Context: an optimization exercise on an open-source flow, tuned for small area. The choices shown serve that exercise and are no tape-out recipe. Only the layout flow was run in this run; the RTL was not checked for function there. Power and IR drop assume default switching activity.

==> flow/constraint.sdc <==
create_clock -name core_clock -period 10.0 [get_ports {clk}]
set_input_delay 2.0000 -clock core_clock [delete_from_list [all_inputs] [get_ports {clk}]]
set_output_delay 2.0000 -clock core_clock [all_outputs]
set_load 0.01 [all_outputs]
==> flow/run.sh <==
#!/bin/bash
# synth_recipe.tcl (not shown) runs the flow's synth.tcl, then flattens the netlist and writes it again
# the make line also repeats each setting of config.mk as NAME=value (left out here)
make -C /OpenROAD-flow-scripts/flow DESIGN_CONFIG=/design/flow/config.mk WORK_HOME=/design/flow/orfs CLKGATE_MAP_FILE= SYNTH_SCRIPT=/design/flow/synth_recipe.tcl finish
==> flow/config.mk <==
export PLATFORM = sky130hd
export DESIGN_NAME = mem_controller
export DESIGN_NICKNAME = mem_controller
export VERILOG_FILES = /design/flow/design.v
export SDC_FILE = /design/flow/constraint.sdc
export NUM_CORES = 4
export LEC_CHECK = 0
export CAP_MARGIN = 20
export CORE_MARGIN = 2
export CORE_UTILIZATION = 45
export PLACE_DENSITY = 0.6
export SLEW_MARGIN = 20
==> flow/design.v <==
module ram  
#(
  parameter DATA_WIDTH    = 10,
  parameter  ADDR_WIDTH    = 12,
  parameter         RAM_TYPE      = "block",
  parameter IF_WIDTH  =   34
)
(
  input  wire                         clk,
  input  wire                         reset,
  input  wire                         s_read_req,
  input  wire [ ADDR_WIDTH  -1 : 0 ]  s_read_addr,
  output reg  [ DATA_WIDTH  -1 : 0 ]  s_read_data,
  input  wire                         s_write_req,
  input  wire [ ADDR_WIDTH  -1 : 0 ]  s_write_addr,
  input  wire [ DATA_WIDTH  -1 : 0 ]  s_write_data
);
  (* RAM_STYLE = RAM_TYPE *)
  reg  [ DATA_WIDTH -1 : 0 ] mem [ 0 : (1<<ADDR_WIDTH) - 1 ];
  reg[ADDR_WIDTH-1:0] rd_addr;
  reg[ADDR_WIDTH-1:0] wr_addr;
  reg[DATA_WIDTH-1:0] wr_data;
  reg[ DATA_WIDTH  -1 : 0 ]  read_data_reg;
  reg rd_addr_v;
  reg wr_addr_v;
  reg [4:0]i;
  always @(posedge clk)
  begin: RAM_WRITE
    if (s_write_req)
      mem[s_write_addr] <= s_write_data;
  end
  always @(posedge clk)
  begin: RAM_READ
    if (reset)
      s_read_data <= 0;
    else if (s_read_req)
      s_read_data <= mem[s_read_addr];
    else 
      s_read_data <= s_read_data;
  end
endmodule
module ram_flag  
#(
  parameter DATA_WIDTH    = 1,
  parameter ADDR_WIDTH    = 4,
  parameter RAM_TYPE      = "block",
  parameter READ_FLAG_LENGTH   = 6
)
(
  input  wire                         clk,
  input                               reset,
  input                               ram_mode,
  input                               s_write_req,
  input  wire [ ADDR_WIDTH  -1 : 0 ]  s_write_addr,
  input  wire [ DATA_WIDTH  -1 : 0 ]  s_write_data,
  input  wire                         s_read_req,
  input  wire [ ADDR_WIDTH  -1 : 0 ]  s_read_addr,
  output reg                          s_read_data_p,
  output reg[READ_FLAG_LENGTH -1 : 0] s_read_data_s
);
  (* RAM_STYLE = RAM_TYPE *)
  reg  [ DATA_WIDTH -1 : 0 ] mem [ 0 : (1<<ADDR_WIDTH) - 1 ];
  wire [ ADDR_WIDTH -1 : 0 ] rd_addr_1 = s_read_addr + 1;
  wire [ ADDR_WIDTH -1 : 0 ] rd_addr_2 = s_read_addr + 2;
  wire [ ADDR_WIDTH -1 : 0 ] rd_addr_3 = s_read_addr + 3;
  wire [ ADDR_WIDTH -1 : 0 ] rd_addr_4 = s_read_addr + 4;
  wire [ ADDR_WIDTH -1 : 0 ] rd_addr_5 = s_read_addr + 5;
  always @(posedge clk)
  begin: RAM_WRITE
    if (s_write_req)
      mem[s_write_addr] <= s_write_data;
  end
  always @(posedge clk) begin: RAM_READ
    if (reset) begin
      s_read_data_s <= 0;
      s_read_data_p <= 0;
    end else if (ram_mode == 1 ) begin
        if ( s_read_req)
          s_read_data_p <= mem[s_read_addr];
        else
          s_read_data_p <= 0;
    end else if (ram_mode == 0) begin
      if ( s_read_req ) begin
        s_read_data_s[0] <= mem[s_read_addr    ];
        s_read_data_s[1] <= mem[rd_addr_1];
        s_read_data_s[2] <= mem[rd_addr_2];
        s_read_data_s[3] <= mem[rd_addr_3];
        s_read_data_s[4] <= mem[rd_addr_4];
        s_read_data_s[5] <= mem[rd_addr_5];
      end else begin
        s_read_data_s[0] <= 0;
        s_read_data_s[1] <= 0;
        s_read_data_s[2] <= 0;
        s_read_data_s[3] <= 0;
        s_read_data_s[4] <= 0;
        s_read_data_s[5] <= 0;
      end
    end       
  end
endmodule
module column_parallel #(	parameter DATA_WIDTH	=	8,
				parameter ADDR_WIDTH  =	6
)(
	input  clk,     
	input  reset,   
  input  mode,
  input  wr_req_p,
  input  [ DATA_WIDTH  - 1 : 0 ] wr_data_p,
  input  rd_en,
	input  rd_req_p,	   
  output	[ DATA_WIDTH	- 1 : 0 ]	rd_data_p
);
  reg   [ ADDR_WIDTH	- 1 : 0 ]	rd_addr;
  reg   [ ADDR_WIDTH  - 1 : 0 ] wr_addr_p;
  wire 	[ DATA_WIDTH	- 1 : 0	]	rd_data;
  reg   [ ADDR_WIDTH  - 1 : 0 ] wr_addr;
  reg								flag_d;
  always @(posedge clk) begin : proc_flag_delay  
  	if(reset) begin
  		flag_d <= 0;
  	end else begin
      flag_d <= rd_req_p; 
  	end
  end
  assign rd_data_p = ( mode == 0 || flag_d ) ? rd_data : 0;  
  always @(posedge clk ) begin : proc_rd_addr
  	if(reset) begin
  		rd_addr <= 0;
  	end 
    else begin
      if(rd_req_p && rd_en )
  			rd_addr <= rd_addr + 1; 
      else
        rd_addr <= rd_addr;
  	end
  end
  always @(posedge clk ) begin : proc_wr_addr_p
    if(reset) begin
      wr_addr_p <= 0;
    end else if(wr_req_p) begin
      wr_addr_p <= wr_addr_p + 1;
    end
  end
  ram #(
    .DATA_WIDTH               ( DATA_WIDTH      ),
    .ADDR_WIDTH               ( ADDR_WIDTH      )
  ) ram_bank (
    .clk                      ( clk             ),   
    .reset                    ( reset           ),   
    .s_write_req              ( wr_req_p       ),   
    .s_write_data             ( wr_data_p      ),   
    .s_write_addr             ( wr_addr_p      ),   
    .s_read_req               ( rd_req_p       	  ),   
    .s_read_data              ( rd_data         ),   
    .s_read_addr              ( rd_addr         )    
  );
endmodule
module mem_controller #(
  parameter DATA_WIDTH  =  8,
  parameter READ_FLAG_LENGTH   = 6,
  parameter READ_REQ_ACT_FLAG = 9'b000_000_111,
  parameter READ_REQ_ACT = 9'b000_000_001,
  parameter ADDR_WIDTH = 4,
  parameter PARALLEL_WIDTH = DATA_WIDTH * 9 , 
  parameter SHIFT_WIDTH = DATA_WIDTH*3,
  parameter NUM_BLOCK = ( 16 / 3 + 1 ) * ( 16 / 3 + 1 ), 
  parameter BLOCK_ADDR_WIDTH = (
(NUM_BLOCK) <= (1<<0) ? 0 : (NUM_BLOCK) <= (1<<1) ? 1 :
(NUM_BLOCK) <= (1<<2) ? 2 : (NUM_BLOCK) <= (1<<3) ? 3 :
(NUM_BLOCK) <= (1<<4) ? 4 : (NUM_BLOCK) <= (1<<5) ? 5 :
(NUM_BLOCK) <= (1<<6) ? 6 : (NUM_BLOCK) <= (1<<7) ? 7 :
(NUM_BLOCK) <= (1<<8) ? 8 : (NUM_BLOCK) <= (1<<9) ? 9 :
(NUM_BLOCK) <= (1<<10) ? 10 : (NUM_BLOCK) <= (1<<11) ? 11 :
(NUM_BLOCK) <= (1<<12) ? 12 : (NUM_BLOCK) <= (1<<13) ? 13 :
(NUM_BLOCK) <= (1<<14) ? 14 : (NUM_BLOCK) <= (1<<15) ? 15 :
(NUM_BLOCK) <= (1<<16) ? 16 : (NUM_BLOCK) <= (1<<17) ? 17 :
(NUM_BLOCK) <= (1<<18) ? 18 : (NUM_BLOCK) <= (1<<19) ? 19 :
(NUM_BLOCK) <= (1<<20) ? 20 : (NUM_BLOCK) <= (1<<21) ? 21 :
(NUM_BLOCK) <= (1<<22) ? 22 : (NUM_BLOCK) <= (1<<23) ? 23 :
(NUM_BLOCK) <= (1<<24) ? 24 : (NUM_BLOCK) <= (1<<25) ? 25 :
(NUM_BLOCK) <= (1<<26) ? 26 : (NUM_BLOCK) <= (1<<27) ? 27 :
(NUM_BLOCK) <= (1<<28) ? 28 : (NUM_BLOCK) <= (1<<29) ? 29 :
(NUM_BLOCK) <= (1<<30) ? 30 : (NUM_BLOCK) <= (1<<31) ? 31 : 32) 
)(
	input	wire	                        clk,     
	input	wire	                        reset,   
  input                               wr_req_pflag,   
  input                               wr_data_pflag0,        
  input                               wr_data_pflag1,
  input                               wr_data_pflag2,
  input                               wr_data_pflag3,
  input                               wr_data_pflag4,
  input                               wr_data_pflag5,
  input                               wr_data_pflag6,
  input                               wr_data_pflag7,
  input                               wr_data_pflag8,
  input                               wr_req_p,
  input [ DATA_WIDTH       - 1 : 0 ]  wr_data_p0,        
  input [ DATA_WIDTH       - 1 : 0 ]  wr_data_p1,
  input [ DATA_WIDTH       - 1 : 0 ]  wr_data_p2,
  input [ DATA_WIDTH       - 1 : 0 ]  wr_data_p3,
  input [ DATA_WIDTH       - 1 : 0 ]  wr_data_p4,
  input [ DATA_WIDTH       - 1 : 0 ]  wr_data_p5,
  input [ DATA_WIDTH       - 1 : 0 ]  wr_data_p6,
  input [ DATA_WIDTH       - 1 : 0 ]  wr_data_p7,
  input [ DATA_WIDTH       - 1 : 0 ]  wr_data_p8,
  input                               wr_req_sflag,
  input [ 16        - 1 : 0 ]  wr_data_sflag,
  input                               wr_req_s,
  input [ DATA_WIDTH       - 1 : 0 ]  wr_data_s,
  input                               mode,   
  input                               start,
  output reg                          en,
  output [ PARALLEL_WIDTH   - 1 : 0 ] parallel_out,
  output [ DATA_WIDTH       - 1 : 0 ] serial_out,
  output [ 4 - 1 : 0 ] act_index,
  output [ 2 - 1 : 0 ] wei_index,  
  output [ 4     : 0 ] row_index,
  output [ 4 - 1 : 0 ] row_val_num,  
  output                              zero_flag,   
  input  [ 4 - 1 : 0 ] cnt,
  input                               row_finish_done_0,  
  input                               row_finish_done_1,   
  input                               row_cal_done
);
  reg [ 1 : 0] state;
  reg  signed [ 4   : 0 ] row_index_signed;
  assign  row_index = row_index_signed[3:0];
  reg                           start_on;
  reg                           start_d;
  reg                           start_dd;
  reg                           start_ddd;
  wire[9      - 1 : 0 ] wr_data_pflag;
  wire[ PARALLEL_WIDTH   - 1 : 0 ] parallel_out_wire;
  wire index_finish;
  assign wr_data_pflag = {wr_data_pflag8 ,   
  wr_data_pflag7,
  wr_data_pflag6,
  wr_data_pflag5,
  wr_data_pflag4,
  wr_data_pflag3,
  wr_data_pflag2,
  wr_data_pflag1,
  wr_data_pflag0} ;
  wire [ DATA_WIDTH       - 1 : 0 ] wr_data_p [ 0 : 9     - 1 ];
  assign wr_data_p[0] = wr_data_p0;
  assign wr_data_p[1] = wr_data_p1;
  assign wr_data_p[2] = wr_data_p2;
  assign wr_data_p[3] = wr_data_p3;
  assign wr_data_p[4] = wr_data_p4;
  assign wr_data_p[5] = wr_data_p5;
  assign wr_data_p[6] = wr_data_p6;
  assign wr_data_p[7] = wr_data_p7;
  assign wr_data_p[8] = wr_data_p8;
  parameter PREP = 2'b00;
  parameter COMP = 2'b01;
  parameter WAIT = 2'b11;
  always @(posedge clk) begin : proc_state
    if(reset) begin
      state <= PREP;
    end else begin
      case (state)
        PREP: if ( en )
                state <= WAIT;
        COMP: if (row_cal_done)
                state <= WAIT;
        WAIT: state <= COMP;
        default: state <= PREP;
      endcase
    end
  end
  parameter PARALLEL_READ = 2'b01;
  parameter PARALLEL_WAIT = 2'b11;
  wire read_wei_finish;
  reg  read_wei_finish_d;
  reg  read_wei_finish_dd;
  reg [1 : 0 ] state_parallel;
  wire parallel_row_read_finish;
  reg parallel_row_read_finish_d;
  always @(posedge clk ) begin : proc_parallel_row_read_finish_d
    if(reset) begin
      parallel_row_read_finish_d <= 0;
    end else begin
      parallel_row_read_finish_d <= parallel_row_read_finish;
    end
  end
  wire row_index_count_3;
  always @(posedge clk ) begin
    if (reset) begin
      state_parallel <= PARALLEL_WAIT;
    end
    else  begin
      case ( state_parallel )
      PARALLEL_WAIT: if( mode == 1 ) begin
                        if( start || en || row_index_count_3 )  
                          state_parallel <= PARALLEL_READ;
                      end else if( read_wei_finish ) 
                          state_parallel <= PARALLEL_READ;
      PARALLEL_READ: if ( parallel_row_read_finish )
                        state_parallel <= PARALLEL_WAIT;
      default: state_parallel <= PARALLEL_WAIT;
      endcase     
    end
  end
  reg flag_state_parallel;
  reg flag_state_parallel_d;
  always @(posedge clk ) begin
    if (reset) begin
      flag_state_parallel <= 0;
      flag_state_parallel_d <= 0;
    end
    else begin
      flag_state_parallel <= state_parallel == PARALLEL_READ;
      flag_state_parallel_d <= flag_state_parallel;      
    end
  end
  parameter SERIAL_READ = 2'b01;
  parameter SERIAL_WAIT = 2'b11;
  reg [1 : 0 ] state_serial;
  reg flag_wei_read;
  always @(posedge clk ) begin
    if (reset) begin
      state_serial <= SERIAL_WAIT;
      flag_wei_read <= 0;
    end
    else  begin
      case ( state_serial )
      SERIAL_WAIT: if( mode == 1 ) begin
                        if( parallel_row_read_finish && !flag_wei_read) begin  
                          state_serial <= SERIAL_READ;
                          flag_wei_read <= 1;
                        end
                    end else if( start )  
                          state_serial <= SERIAL_READ;
      SERIAL_READ: if ( mode == 1 ) 
                        state_serial <= SERIAL_WAIT;
                   else if ( read_wei_finish_d ) 
                        state_serial <= SERIAL_WAIT;
      default: state_serial <= SERIAL_WAIT;
      endcase     
    end
  end
  wire [ 4 - 1 : 0 ] position_1_act;
  wire [ 4 - 1 : 0 ] valid_act_index;
  reg [ 4 - 1 : 0 ] valid_act_index_d;
  reg [ 4 - 1 : 0 ] valid_act_index_dd;
    reg                           s_read_req;
  reg row_cal_done_d;
  wire [ 5 : 0] valid_num_0;
  reg  [ 5 : 0] valid_num_0_d;
  reg  [ 5 : 0] valid_num_0_dd;
  always @(posedge clk ) begin : proc_start_on
       if(reset) begin
         start_on <= 0;
         start_d  <= 0;
         start_dd <= 0;
         start_ddd <= 0;
         read_wei_finish_d <= 0;
         read_wei_finish_dd <= 0;
         valid_act_index_d <= 0;
         valid_act_index_dd <= 0;
         valid_num_0_d <= 0;
         valid_num_0_dd <= 0;
         row_cal_done_d <= 0;
       end else begin
         if(start) begin
           start_on <= 1;
         end
       start_d <= start;  
       start_dd   <= start_d;
       start_ddd <= start_dd;
       read_wei_finish_d <= read_wei_finish;
       read_wei_finish_dd <= read_wei_finish_d;
       valid_act_index_d <= valid_act_index;
       valid_act_index_dd <= valid_act_index_d;
       valid_num_0_d <= valid_num_0;
       valid_num_0_dd <= valid_num_0_d;
       row_cal_done_d <= row_cal_done;
     end
  end
wire [ 16    - 1 : 0 ] flag_serial;
reg signed  [ 16           : 0 ] flag_serial_reg;
  reg   [ ADDR_WIDTH  - 1 : 0 ] rd_addr_s;
wire [ 4 - 1 : 0]rd_addr_serial;
reg  [ 2 * 9    - 1 : 0 ] wei_index_array_full;
reg flag_en;
reg  [ 3:0] m;
  always @(posedge clk ) begin : proc_en
    if(reset) begin
      en <= 0;
      flag_en <= 0;
    end else if ( !flag_en && ( ( (mode == 1 ) && (flag_serial_reg == 0 ) && ( wei_index_array_full != 0) ) || ( mode == 0 && m == 6 ) )  )begin  
      en <= 1;
      flag_en <= 1;
    end else 
      en <= 0;
  end
  reg [ 2       - 1 : 0 ]     wei_index_d;
  wire [ 4  - 1 : 0 ] act_index_0;
  always @(posedge clk ) begin : proc_delay
    if(reset) begin
      wei_index_d <= 0;
    end else begin
      wei_index_d <= wei_index;
    end
  end
  reg [ 4 - 1 : 0 ]   act_index_base;
  assign act_index = ( mode == 1) ? act_index_base + wei_index_d : valid_act_index_d; 
  assign zero_flag = row_val_num == 15;   
  reg [ 2    - 1 : 0 ] row_index_count;
  wire row_index_count_1;
  wire row_index_count_2;
 always @ (posedge clk ) begin
  if(reset) begin
    row_index_count <= 0;  
  end 
  else if ( row_cal_done ) begin
    if(row_index_count < 3)
      row_index_count <= row_index_count + 1;
    else 
      row_index_count <= 1;
  end
 end
  assign row_index_count_1 = state == 3 && row_index_count == 1;
  assign row_index_count_2 = state == 3 && row_index_count == 2;
  assign row_index_count_3 = state == 3 && row_index_count == 3;  
  always @(posedge clk ) begin
  if(reset) begin
    if (mode == 1)
       row_index_signed <= 2;
    else 
      row_index_signed <= -1;
  end else if( ( mode == 1) && row_index_count_3) begin
    row_index_signed <= row_index_signed + 3;
  end else if( (mode == 0) && ( en || row_cal_done == 1 )) 
    row_index_signed <= row_index_signed + 1;
 end
 reg flag_stream_act_1;
always @(posedge clk ) begin
  if (reset) begin
    flag_stream_act_1 <= 0;
  end else if ( mode == 1)  begin
     if ( start || row_index_count_2 ) begin 
        flag_stream_act_1 <= 1;    
     end else if ( row_index_count_2 )
        flag_stream_act_1 <= 0;
  end
end
  reg    [ BLOCK_ADDR_WIDTH  - 1 : 0 ]  wr_addr_pflag;
  wire                                  read_req_pflag;
  wire   [ 9     - 1 : 0 ]   rd_act_flag_p ;
  wire   [ 9     - 1 : 0 ]  rd_req_act_flag;
  wire   [ READ_FLAG_LENGTH  - 1 : 0 ]  rd_act_flag_s   [ 0 : 9     - 1 ];
  reg    [ BLOCK_ADDR_WIDTH  - 1 : 0 ]  rd_addr_pflag;
  reg                                   flag_reused;
  always @(posedge clk) begin
    if (reset) begin
      flag_reused <= 0;
    end else if ( row_cal_done ) begin
      flag_reused <= 1;     
    end else if (row_index_count_3 )
      flag_reused <= 0;  
  end
  always @(posedge clk ) begin : proc_rd_addr_pflag
    if(reset) begin
      rd_addr_pflag <= 0;
    end else if(state_parallel == PARALLEL_READ) begin
      if( mode == 1 ) 
        rd_addr_pflag <= rd_addr_pflag + 1;
      else if( row_index_count_2 ) 
        rd_addr_pflag <= rd_addr_pflag + 6;
    end
  end
  assign parallel_row_read_finish = (mode==1)? ( rd_addr_pflag + 1 ) % 6 == 0 : state_parallel == PARALLEL_READ; 
  always @(posedge clk ) begin : proc_wr_addr_pflag
    if(reset) begin
      wr_addr_pflag <= 0;
    end else if(wr_req_pflag) begin
      wr_addr_pflag <= wr_addr_pflag + 1;
    end
  end
  wire [ 1: 0]block_index;  
  assign block_index = row_index_signed % 3;
  reg  [ 1 : 0 ] shift_pflag;
  always @(posedge clk ) begin : proc_shift_pflag
    if(reset) begin
      shift_pflag <= 0;
    end else if( en || row_cal_done ) begin  
      shift_pflag <= ( row_index_signed + 2 ) % 3;  
    end
  end
  assign rd_req_act_flag = ( mode == 1 ) ? ( state_parallel == PARALLEL_READ ? 9'b111111111 : 9'd0 ) : READ_REQ_ACT_FLAG <<< 3*shift_pflag;
  genvar gv_j;
  generate
    for (gv_j = 0; gv_j < 9; gv_j = gv_j + 1)
    begin : parallel_flag   
      ram_flag #(
        .DATA_WIDTH               ( 1                  ),
        .ADDR_WIDTH               ( BLOCK_ADDR_WIDTH   )
      )
      ram_flag (
        .clk                      ( clk                     ),   
        .reset                    ( reset                   ),   
        .ram_mode                 ( mode                    ),
        .s_write_req              ( wr_req_pflag            ),   
        .s_write_data             ( wr_data_pflag[gv_j]     ),   
        .s_write_addr             ( wr_addr_pflag           ),   
        .s_read_req               ( rd_req_act_flag[gv_j]   ), 
        .s_read_data_p            ( rd_act_flag_p[gv_j]     ),   
        .s_read_data_s            ( rd_act_flag_s[gv_j]     ),
        .s_read_addr              ( rd_addr_pflag           )    
      );
    end
  endgenerate
  wire [ READ_FLAG_LENGTH  - 1 : 0 ] rd_act_flag_s0;
  wire [ READ_FLAG_LENGTH  - 1 : 0 ] rd_act_flag_s1;
  wire [ READ_FLAG_LENGTH  - 1 : 0 ] rd_act_flag_s2;
  wire [ READ_FLAG_LENGTH * 3 - 1 : 0 ] row_act_flag;
  reg  [ READ_FLAG_LENGTH * 3 - 1 : 0 ] row_act_flag_reg;
  reg  [ 1 : 0 ] shift_pflag_d;
  always @(posedge clk ) begin : proc_shift_pflag_d
    if(reset) begin
      shift_pflag_d <= 0;
    end else begin
      shift_pflag_d <= shift_pflag;
    end
  end
  assign rd_act_flag_s0 = ( shift_pflag_d == 3 ) ? 0 : rd_act_flag_s [ 3*shift_pflag_d ];
  assign rd_act_flag_s1 = ( shift_pflag_d == 3 ) ? 0 : rd_act_flag_s [ 3*shift_pflag_d + 1 ];
  assign rd_act_flag_s2 = ( shift_pflag_d == 3 ) ? 0 : rd_act_flag_s [ 3*shift_pflag_d + 2 ];
  assign row_act_flag = { rd_act_flag_s2[5], rd_act_flag_s1[5], rd_act_flag_s0[5],
                          rd_act_flag_s2[4], rd_act_flag_s1[4], rd_act_flag_s0[4],
                          rd_act_flag_s2[3], rd_act_flag_s1[3], rd_act_flag_s0[3],
                          rd_act_flag_s2[2], rd_act_flag_s1[2], rd_act_flag_s0[2],
                          rd_act_flag_s2[1], rd_act_flag_s1[1], rd_act_flag_s0[1],
                          rd_act_flag_s2[0], rd_act_flag_s1[0], rd_act_flag_s0[0]};
  assign valid_num_0 =  rd_act_flag_s0[0]+ rd_act_flag_s1[0]+ rd_act_flag_s2[0]+
                        rd_act_flag_s0[1]+ rd_act_flag_s1[1]+ rd_act_flag_s2[1]+
                        rd_act_flag_s0[2]+ rd_act_flag_s1[2]+ rd_act_flag_s2[2]+
                        rd_act_flag_s0[3]+ rd_act_flag_s1[3]+ rd_act_flag_s2[3]+
                        rd_act_flag_s0[4]+ rd_act_flag_s1[4]+ rd_act_flag_s2[4]+
                        rd_act_flag_s0[5]+ rd_act_flag_s1[5]+ rd_act_flag_s2[5];
  assign position_1_act = (
((~row_act_flag_reg + 1 ) & row_act_flag_reg) <= (1<<0) ? 0 : ((~row_act_flag_reg + 1 ) & row_act_flag_reg) <= (1<<1) ? 1 :
((~row_act_flag_reg + 1 ) & row_act_flag_reg) <= (1<<2) ? 2 : ((~row_act_flag_reg + 1 ) & row_act_flag_reg) <= (1<<3) ? 3 :
((~row_act_flag_reg + 1 ) & row_act_flag_reg) <= (1<<4) ? 4 : ((~row_act_flag_reg + 1 ) & row_act_flag_reg) <= (1<<5) ? 5 :
((~row_act_flag_reg + 1 ) & row_act_flag_reg) <= (1<<6) ? 6 : ((~row_act_flag_reg + 1 ) & row_act_flag_reg) <= (1<<7) ? 7 :
((~row_act_flag_reg + 1 ) & row_act_flag_reg) <= (1<<8) ? 8 : ((~row_act_flag_reg + 1 ) & row_act_flag_reg) <= (1<<9) ? 9 :
((~row_act_flag_reg + 1 ) & row_act_flag_reg) <= (1<<10) ? 10 : ((~row_act_flag_reg + 1 ) & row_act_flag_reg) <= (1<<11) ? 11 :
((~row_act_flag_reg + 1 ) & row_act_flag_reg) <= (1<<12) ? 12 : ((~row_act_flag_reg + 1 ) & row_act_flag_reg) <= (1<<13) ? 13 :
((~row_act_flag_reg + 1 ) & row_act_flag_reg) <= (1<<14) ? 14 : ((~row_act_flag_reg + 1 ) & row_act_flag_reg) <= (1<<15) ? 15 :
((~row_act_flag_reg + 1 ) & row_act_flag_reg) <= (1<<16) ? 16 : ((~row_act_flag_reg + 1 ) & row_act_flag_reg) <= (1<<17) ? 17 :
((~row_act_flag_reg + 1 ) & row_act_flag_reg) <= (1<<18) ? 18 : ((~row_act_flag_reg + 1 ) & row_act_flag_reg) <= (1<<19) ? 19 :
((~row_act_flag_reg + 1 ) & row_act_flag_reg) <= (1<<20) ? 20 : ((~row_act_flag_reg + 1 ) & row_act_flag_reg) <= (1<<21) ? 21 :
((~row_act_flag_reg + 1 ) & row_act_flag_reg) <= (1<<22) ? 22 : ((~row_act_flag_reg + 1 ) & row_act_flag_reg) <= (1<<23) ? 23 :
((~row_act_flag_reg + 1 ) & row_act_flag_reg) <= (1<<24) ? 24 : ((~row_act_flag_reg + 1 ) & row_act_flag_reg) <= (1<<25) ? 25 :
((~row_act_flag_reg + 1 ) & row_act_flag_reg) <= (1<<26) ? 26 : ((~row_act_flag_reg + 1 ) & row_act_flag_reg) <= (1<<27) ? 27 :
((~row_act_flag_reg + 1 ) & row_act_flag_reg) <= (1<<28) ? 28 : ((~row_act_flag_reg + 1 ) & row_act_flag_reg) <= (1<<29) ? 29 :
((~row_act_flag_reg + 1 ) & row_act_flag_reg) <= (1<<30) ? 30 : ((~row_act_flag_reg + 1 ) & row_act_flag_reg) <= (1<<31) ? 31 : 32); 
  reg [ 4  - 1 : 0 ] valid_act_index_reg;
  always @(posedge clk) begin : proc_valid_act_index_reg
    if(reset) begin
      valid_act_index_reg <= 0;
    end else if( row_act_flag_reg != 0 ) begin
      valid_act_index_reg <= valid_act_index + 1;
    end
  end
  assign valid_act_index = position_1_act + valid_act_index_reg;
  always @(posedge clk ) begin : proc_row_act_flag_reg
    if(reset) begin
      row_act_flag_reg <= 0;
    end else if ( en || row_cal_done )  begin  
      row_act_flag_reg <= row_act_flag;
    end else
      row_act_flag_reg <= row_act_flag_reg >> ( position_1_act + 1);
  end
  wire  [ DATA_WIDTH  - 1 : 0 ] rd_data_p [ 0 : 9 -1 ];
  wire [ 9     - 1 : 0 ] rd_req_act;
  assign rd_req_act = ( mode == 1 )? rd_act_flag_p : READ_REQ_ACT <<< ( 3*block_index + valid_act_index % 3 ); 
  genvar gv_i;
  generate
  	for (gv_i = 0; gv_i < 9 ; gv_i  = gv_i + 1)
  	begin : parallel_data
	  column_parallel #(
	  )
	  column_parallel (
      .clk          ( clk                   ), 
      .reset	      ( reset                 ), 
      .mode         ( mode                  ),
      .wr_req_p     ( wr_req_p              ),   
      .wr_data_p    ( wr_data_p[gv_i]       ), 
      .rd_en        ( (mode == 1 || row_act_flag_reg != 0) ),
      .rd_req_p     ( rd_req_act[gv_i]      ), 
      .rd_data_p    ( rd_data_p[gv_i]       )
	  );
	end
  endgenerate
  wire [ DATA_WIDTH -1 : 0 ] serial_in;
  reg   [ 4  - 1 : 0 ] column_parallel_index;
  always @(posedge clk) begin : proc_column_parallel_index
    if(reset) begin
      column_parallel_index <= 0;
    end else begin
      column_parallel_index <= 3*block_index + valid_act_index % 3;
    end
  end
  assign serial_in = ( mode == 1 || column_parallel_index > 8 ) ? 8'b0 : rd_data_p [ column_parallel_index ];
  reg  [ DATA_WIDTH * 3        - 1 : 0 ]     serial_array;
  reg  [ DATA_WIDTH * 9 - 1 : 0 ] serial_array_full;
  wire [ PARALLEL_WIDTH   - 1 : 0 ] parallel_in;
  assign parallel_in = (mode == 1) ? {  rd_data_p [ 2 ], rd_data_p [ 5 ], rd_data_p [ 8 ],
                                        rd_data_p [ 1 ], rd_data_p [ 4 ], rd_data_p [ 7 ],
                                        rd_data_p [ 0 ], rd_data_p [ 3 ], rd_data_p [ 6 ] } : serial_array_full;   
  reg [ PARALLEL_WIDTH * 6  - 1 : 0 ] parallel_array;
  reg [ PARALLEL_WIDTH * 6  - 1 : 0 ] parallel_array_reg;
  always @(posedge clk ) begin
    if(reset) begin
      parallel_array_reg <= 0;
    end else if( ( mode == 1 ) && (flag_state_parallel_d == 1 ) ) begin  
      parallel_array_reg <= {parallel_in, parallel_array_reg [ PARALLEL_WIDTH * 6 - 1 : PARALLEL_WIDTH ]}; 
    end
  end
 always @(posedge clk) begin : proc_act_index_reg 
   if(reset) begin
    act_index_base  <= 0;
   end else if ( mode  == 1 )begin
      if( row_cal_done )
        act_index_base <= 0;
      else if( row_finish_done_0 ) 
          if ( act_index_base >= 12 ) 
            act_index_base <= 0;
          else
            act_index_base <= act_index_base + 3;
   end else begin
        act_index_base <= 0000000000000;
   end
 end
 always @(posedge clk ) begin : proc_parallel_array
   if(reset) begin
     parallel_array <= 0;
   end else if ( (mode == 1 ) && ( en || row_index_count_3) ) begin  
     parallel_array <= parallel_array_reg;  
   end else if ( ( mode == 0 ) && start_dd )
     parallel_array <= parallel_array_reg;  
 end
  assign parallel_out_wire = parallel_array[ ( act_index_base + wei_index_d )*SHIFT_WIDTH+: 3*SHIFT_WIDTH ];
  assign parallel_out = (mode == 1)? { parallel_out_wire [23:16], parallel_out_wire [47:40], parallel_out_wire [71:64],
                                       parallel_out_wire [15:8 ], parallel_out_wire [39:32], parallel_out_wire [63:56],
                                       parallel_out_wire [7 :0 ], parallel_out_wire [31:24], parallel_out_wire [55:48] } 
                                    : serial_array_full;
wire [ 2 * 3    - 1 : 0 ] valid_row;
  reg [ 4       - 1 : 0 ] rd_addr_sflag;
  reg [4 -1 : 0 ]rd_addr_d;
  reg [4 -1 : 0 ]wr_addr;
  wire [16 - 1 : 0 ]flag_array;
  reg                        start_on_d;  
  wire [ 2 - 1 : 0 ] valid_row0;
  wire [ 2 - 1 : 0 ] valid_row1;
  wire [ 2 - 1 : 0 ] valid_row2;
  reg rd_req_wei;
  always @(posedge clk ) begin : proc_rd_req_wei
    if(reset) begin
      rd_req_wei <= 0;
    end else if ( mode == 1 ) begin
      rd_req_wei <= parallel_row_read_finish && !flag_wei_read;  
    end else if ( mode == 0 ) begin
      rd_req_wei <= start;
    end
  end
  always @(posedge clk) begin : proc_rd_addr
     if(reset) begin
       rd_addr_sflag <= 0;
    end else if( rd_req_wei && mode == 1 ) begin 
      rd_addr_sflag <= rd_addr_sflag + 1; 
    end else if( mode == 0 && state_serial == SERIAL_READ )
      rd_addr_sflag <= rd_addr_sflag + 1; 
  end
  assign read_wei_finish = rd_addr_sflag == 9 || row_cal_done;  
  wire [ 4     - 1 : 0 ] valid_index; 
  reg  [ 4     - 1 : 0 ] valid_wei_index_d;
  assign valid_index = (
(( ~flag_serial_reg + 1 ) & flag_serial_reg) <= (1<<0) ? 0 : (( ~flag_serial_reg + 1 ) & flag_serial_reg) <= (1<<1) ? 1 :
(( ~flag_serial_reg + 1 ) & flag_serial_reg) <= (1<<2) ? 2 : (( ~flag_serial_reg + 1 ) & flag_serial_reg) <= (1<<3) ? 3 :
(( ~flag_serial_reg + 1 ) & flag_serial_reg) <= (1<<4) ? 4 : (( ~flag_serial_reg + 1 ) & flag_serial_reg) <= (1<<5) ? 5 :
(( ~flag_serial_reg + 1 ) & flag_serial_reg) <= (1<<6) ? 6 : (( ~flag_serial_reg + 1 ) & flag_serial_reg) <= (1<<7) ? 7 :
(( ~flag_serial_reg + 1 ) & flag_serial_reg) <= (1<<8) ? 8 : (( ~flag_serial_reg + 1 ) & flag_serial_reg) <= (1<<9) ? 9 :
(( ~flag_serial_reg + 1 ) & flag_serial_reg) <= (1<<10) ? 10 : (( ~flag_serial_reg + 1 ) & flag_serial_reg) <= (1<<11) ? 11 :
(( ~flag_serial_reg + 1 ) & flag_serial_reg) <= (1<<12) ? 12 : (( ~flag_serial_reg + 1 ) & flag_serial_reg) <= (1<<13) ? 13 :
(( ~flag_serial_reg + 1 ) & flag_serial_reg) <= (1<<14) ? 14 : (( ~flag_serial_reg + 1 ) & flag_serial_reg) <= (1<<15) ? 15 :
(( ~flag_serial_reg + 1 ) & flag_serial_reg) <= (1<<16) ? 16 : (( ~flag_serial_reg + 1 ) & flag_serial_reg) <= (1<<17) ? 17 :
(( ~flag_serial_reg + 1 ) & flag_serial_reg) <= (1<<18) ? 18 : (( ~flag_serial_reg + 1 ) & flag_serial_reg) <= (1<<19) ? 19 :
(( ~flag_serial_reg + 1 ) & flag_serial_reg) <= (1<<20) ? 20 : (( ~flag_serial_reg + 1 ) & flag_serial_reg) <= (1<<21) ? 21 :
(( ~flag_serial_reg + 1 ) & flag_serial_reg) <= (1<<22) ? 22 : (( ~flag_serial_reg + 1 ) & flag_serial_reg) <= (1<<23) ? 23 :
(( ~flag_serial_reg + 1 ) & flag_serial_reg) <= (1<<24) ? 24 : (( ~flag_serial_reg + 1 ) & flag_serial_reg) <= (1<<25) ? 25 :
(( ~flag_serial_reg + 1 ) & flag_serial_reg) <= (1<<26) ? 26 : (( ~flag_serial_reg + 1 ) & flag_serial_reg) <= (1<<27) ? 27 :
(( ~flag_serial_reg + 1 ) & flag_serial_reg) <= (1<<28) ? 28 : (( ~flag_serial_reg + 1 ) & flag_serial_reg) <= (1<<29) ? 29 :
(( ~flag_serial_reg + 1 ) & flag_serial_reg) <= (1<<30) ? 30 : (( ~flag_serial_reg + 1 ) & flag_serial_reg) <= (1<<31) ? 31 : 32); 
  wire [ 2   - 1 : 0 ] valid_wei_index;
   wire [ 2   - 1 : 0 ] valid_wei_index_back;
  always @(posedge clk ) begin : proc_valid_index_reg_d
    if(reset) begin
      valid_wei_index_d <= 0;
    end else if ( flag_serial_reg != 0) begin
      valid_wei_index_d <= valid_wei_index + 1;
    end
  end
  assign valid_wei_index = ( valid_index + valid_wei_index_d ) % 3; 
  assign valid_wei_index_back = 2 - valid_wei_index;
  reg flag_refresh_flag_serial;
  always @(posedge clk ) begin : proc_flag_refresh_flag_serial
    if(reset) begin
      flag_refresh_flag_serial <= 0;
    end else begin
      flag_refresh_flag_serial <= state_serial == SERIAL_READ;
    end
  end
  reg  [ 3:0] n;
  always @(posedge clk ) begin : proc_flag_serial_reg
    if(reset) begin
      flag_serial_reg <= 0;
    end else if ( flag_refresh_flag_serial )begin  
      flag_serial_reg <= flag_serial; 
    end else 
      flag_serial_reg <= flag_serial_reg >> ( valid_index + 1 ) ; 
  end
  assign index_finish = flag_serial_reg == 0;  
  always @(posedge clk ) begin : proc_wei_index_array_full
    if(reset) begin
      wei_index_array_full <= 0;
      n <= 0;
    end else if( mode == 1 && flag_serial_reg != 0 ) begin  
       wei_index_array_full <= {wei_index_array_full[ 2 * ( 9 - 1)  - 1 : 0 ], valid_wei_index_back }; 
         n <= n + 1;
    end
  end
  assign flag_array = flag_serial;
  assign valid_row0 = ( flag_array[8] + flag_array[7] + flag_array[6] );
  assign valid_row1 = ( flag_array[5] + flag_array[4] + flag_array[3] );
  assign valid_row2 = ( flag_array[2] + flag_array[1] + flag_array[0] );
  assign valid_row  = (mode == 1) ? {valid_row2, valid_row1, valid_row0} : valid_num_0; 
  always @(posedge clk ) begin
    if(reset) begin
      wr_addr <= 0;
    end else if(wr_req_sflag) begin
      wr_addr <= wr_addr + 1;
    end
  end
ram #(
    .DATA_WIDTH               ( 16              ),
    .ADDR_WIDTH               ( 4                    )
  ) ram_sflag (
    .clk                      ( clk                     ),   
    .reset                    ( reset                   ),   
    .s_write_req              ( wr_req_sflag                  ),   
    .s_write_data             ( wr_data_sflag                 ),   
    .s_write_addr             ( wr_addr                 ),   
    .s_read_req               ( rd_req_wei                  ),   
    .s_read_data              ( flag_serial             ),   
    .s_read_addr              ( rd_addr_sflag                 )    
  );
  wire [ DATA_WIDTH - 1 : 0 ] rd_data_wei;
  wire [ DATA_WIDTH - 1 : 0 ] s_read_data;
  wire rd_req_s;
  assign rd_req_s = flag_serial_reg != 0;
  reg   [ ADDR_WIDTH  - 1 : 0 ] wr_addr_s;
  reg  [ ADDR_WIDTH   - 1 : 0 ] k;
  reg                           s_read_req_d;
  reg                           flag_stream_wei;
  reg                           flag_stream_wei_d;
  always @(posedge clk ) begin : proc_s_read_req
    if(reset) begin
      s_read_req <= 0;
      s_read_req_d <= 0;
    end else if(mode == 1 && flag_serial_reg != 0) begin
        s_read_req <= 1;
    end else if( mode == 0 && flag_serial[k] == 1 ) begin
        s_read_req <= 1;
    end else begin
        s_read_req <= 0;
    end
    s_read_req_d <= s_read_req;
  end
  always @(posedge clk) begin : proc_rd_addr_s
    if(reset) begin
      rd_addr_s <= 0;
    end else if( s_read_req ) begin
      rd_addr_s <= rd_addr_s + 1;
    end
  end
  always @(posedge clk ) begin : proc_k
    if(reset) begin
      k <= 0;
    end else if ( mode == 0 && flag_serial != 0 ) begin
      if( k < 9 - 1 )
        k <= k + 1;
    end
  end
  always @(posedge clk ) begin : proc_flag_stream_wei
    if(reset) begin
      flag_stream_wei <= 0;
      flag_stream_wei_d <= 0;
    end else if ( mode == 0 && flag_serial != 0 )begin
      flag_stream_wei <= 1;
    end
    flag_stream_wei_d <= flag_stream_wei;
  end
  always @(posedge clk ) begin : proc_wr_addr_p
    if(reset) begin
      wr_addr_s <= 0;
    end else if(wr_req_s) begin
      wr_addr_s <= wr_addr_s + 1;
    end
  end
  ram #(
    .DATA_WIDTH               ( DATA_WIDTH      ),
    .ADDR_WIDTH               ( ADDR_WIDTH      )
  ) ram_bank (
    .clk                      ( clk             ),   
    .reset                    ( reset           ),   
    .s_write_req              ( wr_req_s       ),   
    .s_write_data             ( wr_data_s      ),   
    .s_write_addr             ( wr_addr_s      ),   
    .s_read_req               ( s_read_req    ),   
    .s_read_data              ( s_read_data    ),   
    .s_read_addr              ( rd_addr_s      )    
  );
   assign rd_data_wei = (mode ==1 )? s_read_data : s_read_req_d ? s_read_data : 0; 
   reg  [ 5       - 1 : 0 ]     row_val_num_a;
   integer     j;
   reg  [ 4       - 1 : 0 ]     count_array;
   reg  [ 4 * 16    - 1 : 0 ]     wei_index_array;
   reg                                        flag_serial_d;
   reg finish_wei_d, finish_wei_dd;
   reg [ DATA_WIDTH            - 1 : 0 ] column_out_serial_d;
   integer i;
  wire [ 35 : 0 ] wei_index_array_full_pad = { 18'b0, wei_index_array_full };
  wire [ 143 : 0 ] serial_array_full_pad = { 72'b0, serial_array_full };
  wire finish_wei;
  always @(posedge clk ) begin : proc_serial_array
    if(reset) begin
      serial_array_full <= 0;
      m <= 0;
    end else if(mode == 1) begin 
        if(s_read_req_d) begin
            if ( m < 9 )
              serial_array_full [ DATA_WIDTH*m +: DATA_WIDTH ] <= rd_data_wei;
            m <= m + 1;
      end       
    end else if ( mode == 0) begin
      if ( flag_stream_wei_d && ( m < 9 ) )  begin
            serial_array_full [ DATA_WIDTH*m +: DATA_WIDTH ] <= rd_data_wei;
            m <= m + 1;
      end
    end
    flag_serial_d <= flag_serial;
    finish_wei_d <= finish_wei;
    finish_wei_dd <= finish_wei_d;
  end
  reg [ DATA_WIDTH - 1: 0 ] serial_out_reg;
  assign serial_out = ( mode == 1)? serial_out_reg : serial_in;
  always @(posedge clk) begin : proc_serial_out
    if(reset) begin
      serial_out_reg   <= 0;
    end else if(mode ==1 ) begin
        begin
          serial_out_reg <= ( i < 3 ) ? serial_array[ DATA_WIDTH* i +:DATA_WIDTH ] : 0;  
        end
    end else if ( mode == 0 ) begin
    end
  end
  always @(posedge clk) begin : proc_wei_index_array  
    if(reset) begin
      j <= 0;
      row_val_num_a<= 0;
      wei_index_array<= 0;
      serial_array <= 0;
    end else if ( mode == 1 && (en || row_cal_done)  ) begin 
      row_val_num_a <= ( j <= 4 ) ? valid_row[ j  +: 2 ] : 2'b00;  
      wei_index_array <= wei_index_array_full_pad[ 2 *count_array +: 2 * 3 ];  
      serial_array <= serial_array_full_pad[ DATA_WIDTH * count_array +: DATA_WIDTH * 3 ]; 
      if( en || (j < 2*row_val_num_a) )
        j <= j + 2;
      else
        j <= 0;
    end else if ( mode == 0 && state == WAIT) begin  
      row_val_num_a <= valid_row;
      wei_index_array <= wei_index_array_full;
    end
  end
  always @(posedge clk ) begin : proc_count_array   
    if(reset) begin
      count_array <= 0;
    end else if( mode ==1 && ( state == WAIT)) begin
        count_array <= ( count_array + row_val_num_a <= ( valid_row[1:0] + valid_row[3:2] )) ? ( count_array + row_val_num_a ) : 0;
    end
  end
  integer base_index;
  always @(posedge clk ) begin : proc_i  
      if(en || reset) begin
        i <= 0;
        base_index <= 0;
      end else if (row_cal_done) begin 
        i <= 0 ;
      end else if( i < row_val_num  ) begin
        i <= i + 1;
      end else
        i <= 0;
    end
  assign row_val_num = row_val_num_a - 1;
  reg [ 4     - 1 : 0 ] valid_index_d;
  reg [ 4     - 1 : 0 ] valid_index_dd;  
  always @(posedge clk ) begin : proc_valid_index_d
    if(reset) begin
      valid_index_d <= 0;
    end else begin
      valid_index_d <= valid_index;
      valid_index_dd <= valid_index_d;  
    end
  end
  assign wei_index = (mode == 1)? wei_index_array[2*i +: 2] : valid_index_dd;  
endmodule
==> impl_metrics.json <==
{
  "whs_ns": 0.362,
  "multi_input_area_mm2": 0.108,
  "p_switching_uw": 21100,
  "critical_path.top_delay_family": "compound AO/OA/AOI/OAI gates",
  "ys.flop_type": "edfxtp_1",
  "ir_drop_mv": 1.38,
  "pwr-share-seq_pct": 44.4,
  "root_buffer": "clkbuf_16",
  "start_util_pct": 45.1,
  "fin_tns_setup_ns": 0,
  "leakage_uw": 0.105,
  "rsz0062_at_grt": "no",
  "dp_slack_ns": 0.582,
  "synthTopCellsByArea": "edfxtp_1 (54%), mux4_2 (20%), dfxtp_1 (9.5%), nand2_1 (3.1%), mux2i_1 (2.1%)",
  "crit_chain": "ha_4, fa_1, xor2_1, ha_1, a21o_1, a21oi_1, xor2_4, nor4_2, nand2_1, buf_4, nor2_1, buf_4, a221oi_1, o22ai_1, clkdlybuf4s50_1",
  "fin_worst_skew_ns": 0.0815,
  "largest_reg_flops": 4608,
  "cts.sinks": 7051,
  "cts_tree": "yes",
  "grt_pass1_vias": 173000,
  "ys_warn_count": 6,
  "drive_above_1_share_pct": 22.6,
  "grt_antenna_before_repair": 71,
  "chipWidth_um": 835,
  "yosysUniqueCellTypes": 90,
  "nFillCells": 57200,
  "slew_viol_final": 0,
  "period_minus_slack_ns": 9.75,
  "worst_pin_slew_ns": 1.28,
  "die-height_um": 835,
  "cpMostUsedCell": "buf_4",
  "fmax_mhz": 103,
  "ys_async_sr_fraction_pct": 0,
  "insertion_delay_ns": 1.16,
  "clk_pin_slew_worst_paths_ns": 0.06,
  "drt_iter0_markers": 20800,
  "status": "timing/DRC/antenna clean",
  "setup_ws_ns": 0.249,
  "cp_data_required_time_ns": 8.00,
  "synth_edf_count": 5575,
  "avgSynthCellArea_um2": 15.7,
  "critPathBufInv": 3,
  "yosysTopAreaCell": "edfxtp_1",
  "cp-end-kind": "output pin",
  "vias": 180000,
  "port-buffer-count": 210,
  "slowest_stage": "nor2_1",
  "final_common_cell": "edfxtp_1",
  "max_slew_margin_pct": 13.8,
  "numCtsBuffers": 721,
  "dp_hpwl_um": 541000,
  "synth_top_cell_area_share_pct": 53.8,
  "gp_congestion": 0.894,
  "hp-class": "reg2reg",
  "grt_pass1_wl_um": 1230000,
  "cap_violations": 0,
  "area_growth_pct": 11.3,
  "io_pins": 217,
  "wirelength_um": 846000,
  "drt-pass1-iter-count": 10,
  "syn_area_mm2": 0.311,
  "hold_buffers": 0,
  "finalCritPeriodShare_pct": 97.5,
  "power_frac_comb_pct": 18.8,
  "setup_viol": 0,
  "synth_seq_cells": 7051,
  "syn-instance-count": 19800,
  "hold_violations": 0,
  "ant_nets": 0,
  "p_clk_share_pct": 36.8,
  "final_cell_mix": "edfxtp_1 (5575), mux4_2 (2726), nand2_1 (2530)",
  "rows": 305,
  "grt_usage_pct": 23.6,
  "dieArea_mm2": 0.698,
  "critPathKind": "reg2out",
  "ff_latch_area_mm2": 0.197,
  "layout.nets": 19900,
  "path_max_fanout": 13,
  "clk_path_buf_depth": 4,
  "worst_ep_arrival_time_ns": 7.75,
  "pwr_density_cell_mw_per_mm2": 212,
  "viasPerCell": 6.10,
  "drc": 0,
  "cpPeakStageDelay_ns": 0.88,
  "grt_overflow_total": 0,
  "htree_levels": 6,
  "p_int_uw": 52200,
  "cp-start-kind": "flip-flop",
  "wl_per_cell_um": 28.7,
  "p_sw_share_pct": 28.8,
  "cts_setup_buffers": 0,
  "r2r_slack_ns": 0.60,
  "ys_seq_area_share_pct": 63.3,
  "grt_max_degree": 202,
  "core_area_mm2": 0.689
}
worst paths after layout:
| kind | from | to | cells past startpoint |
|---|---|---|---|
| worst max-delay path | act_index_base[0]$_SDFFE_PP0P_ | parallel_out[57] | 15 |
| worst min-delay path | flag_stream_wei$_SDFFE_PP0P_ | flag_stream_wei_d$_DFF_P_ | 0 |
| worst max register to register | row_act_flag_reg[7]$_SDFF_PP0_ | parallel_data[5].column_parallel.rd_addr[5]$_SDFFE_PP0P_ | 34 |
| worst min register to register | flag_stream_wei$_SDFFE_PP0P_ | flag_stream_wei_d$_DFF_P_ | 0 |
routing by layer:
metal / track usage (%) / wire length [um]
met4: 8.79 / 37400
met5: 0 / 193
met1: 33.9 / 354000
met2: 36.5 / 390000
met3: 3.93 / 64200
synthesized netlist by cell type (21+ instances only):
library cell,instances
a222oi_1,28
edfxtp_1,5575
a22o_1,48
a221oi_1,30
fa_1,24
a21o_1,33
nor4_1,34
or2_2,30
mux2_2,148
o21ai_0,321
a211oi_1,146
nor2_1,1402
and2_1,86
a31oi_1,22
a22oi_1,35
or3_1,35
nand4_1,58
buf_1,336
nand3_1,224
clkbuf_1,1139
o22ai_1,94
a221o_1,21
ha_1,120
xor2_1,94
o211ai_1,90
a311oi_1,22
dfxtp_1,1476
nand2b_1,44
inv_1,183
nor3_1,79
nor2b_1,154
a21oi_1,1288
o31ai_1,48
xnor2_1,62
nand3b_1,52
a32o_1,29
o21a_1,37
nand2_1,2531
mux4_2,2726
mux2i_1,648
timing repair:
item,CTS,global route
setup endpoints to repair,0,5
endpoints found under the hold margin,0,0
gates resized for setup,0,0
power by group through the flow:
stage	Clock [uW]	Sequential, uW	Combinational [uW]
after detailed placement	0	33200	13600
after global placement	0	33200	13500
after CTS	27400	32600	13600
after floorplan	0	32600	9220
after global routing	28600	32600	14700
final	27000	32600	13800
per-stage QoR:
step	power, uW	instance area (um^2)	util, %	std cells
after global routing	75900	346000	50.2	29400
after CTS	73700	346000	50.2	29400
after detailed placement	46800	322000	46.8	28100
final	73300	346000	50.2	29500
after floorplan	41900	311000	-	19800
after global placement	46700	322000	46.8	28100
layout make-up:
class,instances,share of cell area (%)
Timing Repair Buffer,533,1.34
Tap cell,9210,3.33
Multi-Input combinational cell,11100,31.3
Inverter,187,0.206
Sequential cell,7051,56.9
Antenna cell,46,0.0333
Clock inverter,399,1.20
Clock buffer,933,5.63
cells by family (layout without fill, tap and decap cells):
| kind of cell | Yosys count | after routing | share of synthesized area [%] |
|---|---|---|---|
| XOR/XNOR | 158 | 158 | 0.455 |
| adder cells (fa/ha/maj) | 144 | 144 | 0.637 |
| buffers and inverters | 1679 | 2052 | 2.04 |
| multiplexers | 3523 | 3523 | 22.4 |
| other | 1 | 74 | 0.00121 |
| flip-flops | 7051 | 7051 | 63.3 |
| AND/OR/NAND/NOR | 4810 | 4810 | 6.46 |
| AO/OA/AOI/OAI | 2432 | 2432 | 4.71 |

static timing again, ports no longer ideal:
The results above use ideal ports. As a check the final layout listed here was re-extracted and re-timed, cells and wires unchanged.
Step 1: set_driving_cell puts a clkbuf_16 on clk and a buf_2 on each other input, an assumption about the parent block.
Step 2, shift: input delay + t, output delay - t, t = (earliest + latest rising clock arrival at the registers) / 2. This alone moves slack from input paths to output paths.
Slacks: ideal / step 1 / step 2; pairs: ideal / step 1.
t (ns): 1.248
setup WS [ns]: 0.249 / 0.117 / 0.596
worst setup path at the end: register to register
clock arrival spread, ns: 0.100 / 0.100
After both steps setup and hold are still met in this run. The setup slack of this run moves by -0.132 ns with the drivers and by +0.347 ns with both steps.
